Context: an optimization exercise on an open-source flow, tuned for small area. The choices shown serve that exercise and are no tape-out recipe. The RTL was checked by simulation tests, not by an equivalence proof against the original design.

## oak
==> flow/design.v <==
module DP_RAM #(
	parameter WIDTH  = 8,
	parameter DEPTH  = 16,
	parameter ADDR_W = $clog2(DEPTH)
)(
	input RSTn,
	input WR_CLK, RD_CLK,
	input WR_EN, RD_EN,
	input [ADDR_W-1:0] WR_ADDR, RD_ADDR,
	input [WIDTH-1:0]  WR_DATA,
	output logic [WIDTH-1:0] RD_DATA
);
logic [WIDTH-1:0] ram_model [0:DEPTH-1];
always_ff @(posedge WR_CLK) if (WR_EN) ram_model[WR_ADDR] <= WR_DATA;
always_ff @(posedge RD_CLK) if (RD_EN) RD_DATA <= ram_model[RD_ADDR];
endmodule
module SYNC_FIFO #(
	parameter WIDTH  = 8,
	parameter DEPTH  = 16,
	parameter PTR_W  = $clog2(DEPTH)
)(
	input CLK,
	input RSTn,
	input WR_EN, RD_EN,
	input [WIDTH-1:0] DATA_IN,
	output FIFO_FULL, FIFO_EMPTY,
	output [WIDTH-1:0] DATA_OUT
);
logic [WIDTH-1:0] mem [0:DEPTH-1];
logic [PTR_W:0]   cnt;           
logic [WIDTH-1:0] dout;
assign FIFO_EMPTY = cnt[PTR_W];
assign FIFO_FULL  = ~cnt[PTR_W] & (&cnt[PTR_W-1:0]);
wire wr_acc = WR_EN & (~FIFO_FULL | RD_EN);
wire rd_acc = RD_EN & (~FIFO_EMPTY | WR_EN);
integer i;
always_ff @(posedge CLK) begin
  if (wr_acc) begin
    mem[0] <= DATA_IN;
    for (i = 1; i < DEPTH; i++) mem[i] <= mem[i-1];
  end
end
always_ff @(posedge CLK) begin
  if (!RSTn) cnt <= '1;
  else if (wr_acc & ~rd_acc) cnt <= cnt + 1'b1;
  else if (rd_acc & ~wr_acc) cnt <= cnt - 1'b1;
end
logic [DEPTH-1:0] rsel;
always_comb
  for (int k = 0; k < DEPTH; k++)
    rsel[k] = ~cnt[PTR_W] & (cnt[PTR_W-1:0] == k);
logic [WIDTH-1:0] rdata;
always_comb begin
  rdata = {WIDTH{FIFO_EMPTY}} & DATA_IN;
  for (int k = 0; k < DEPTH; k++)
    rdata = rdata | ({WIDTH{rsel[k]}} & mem[k]);
end
always_ff @(posedge CLK)
  dout <= rdata;
assign DATA_OUT = dout;
endmodule
clock: 5.0 ns
lec_check: 0
cap_margin: 20
core_margin: 2
core_utilization: 40
slew_margin: 20
run.sh (not shown) runs the stock make flow with config.mk's settings and CLKGATE_MAP_FILE= SYNTH_SCRIPT=/design/flow/synth_recipe.tcl, a recipe that flattens the netlist after the stock synthesis.
oak finished all stages; the layout is clean.
Inputs modified between oak and pine:
==> flow/design.v, changed modules only <==
module SYNC_FIFO #(
	parameter WIDTH  = 8,
	parameter DEPTH  = 16,
	parameter PTR_W  = $clog2(DEPTH)
)(
	input CLK,
	input RSTn,
	input WR_EN, RD_EN,
	input [WIDTH-1:0] DATA_IN,
	output FIFO_FULL, FIFO_EMPTY,
	output [WIDTH-1:0] DATA_OUT
);
logic [WIDTH-1:0] mem [0:DEPTH-1];
logic [PTR_W:0]   cnt;           
logic [WIDTH-1:0] dout;
assign FIFO_EMPTY = cnt[PTR_W];
assign FIFO_FULL  = ~cnt[PTR_W] & (&cnt[PTR_W-1:0]);
wire wr_acc = WR_EN & (~FIFO_FULL | RD_EN);
wire rd_acc = RD_EN & (~FIFO_EMPTY | WR_EN);
integer i;
always_ff @(posedge CLK) begin
  if (wr_acc) begin
    mem[0] <= DATA_IN;
    for (i = 1; i < DEPTH; i++) mem[i] <= mem[i-1];
  end
end
always_ff @(posedge CLK) begin
  if (!RSTn) cnt <= '1;
  else if (wr_acc & ~rd_acc) cnt <= cnt + 1'b1;
  else if (rd_acc & ~wr_acc) cnt <= cnt - 1'b1;
end
always_ff @(posedge CLK)
  dout <= FIFO_EMPTY ? DATA_IN : mem[cnt[PTR_W-1:0]];
assign DATA_OUT = dout;
endmodule
### Flow results
The effective utilization at floorplan number comes out higher for oak vs pine. Diff oak -> pine | routed wire length on met2 | up by more than 10%. pine — hold slack 0.0046 ns lower, oak as reference. Between pine and oak, it is pine whose instance count of the mapped netlist is higher, by 60. Compared with oak, pine shows a lower worst setup slack before clock tree synthesis. Sequential share of layout area (lower): pine. On pine: clock-cell share of area is 1.8 points lower than what oak gave. Number of cells on the critical path | pine above oak.

==> re-timing with driven ports <==
How much do the figures lean on ideal ports? The routed layouts below were timed once more, with nothing changed but the port constraints. Step 1 (the two cells are an assumption about what drives the block):
set clk [get_ports {CLK}]
set_driving_cell -lib_cell sky130_fd_sc_hd__clkbuf_16 $clk
set_driving_cell -lib_cell sky130_fd_sc_hd__buf_2 [delete_from_list [all_inputs] $clk]
Step 2 also shifts input and output timing later by t, the mid clock arrival at the registers, as if the neighbouring blocks saw the same clock. a / b / c = ideal ports / drivers / drivers and shift; a / b = the first two.
| run | t, ns | setup WS [ns] | latest minus earliest clock arrival (ns) |
|---|---|---|---|
| oak | 0.462 | 1.335 / 1.293 / 1.509 | 0.010 / 0.010 |
| pine | 0.460 | 1.449 / 1.452 / 1.006 | 0.010 / 0.011 |
After both steps setup and hold are still met in every run listed. The setup slack of pine, which loses most, moves by +0.003 ns with the drivers and by -0.443 ns with both steps.
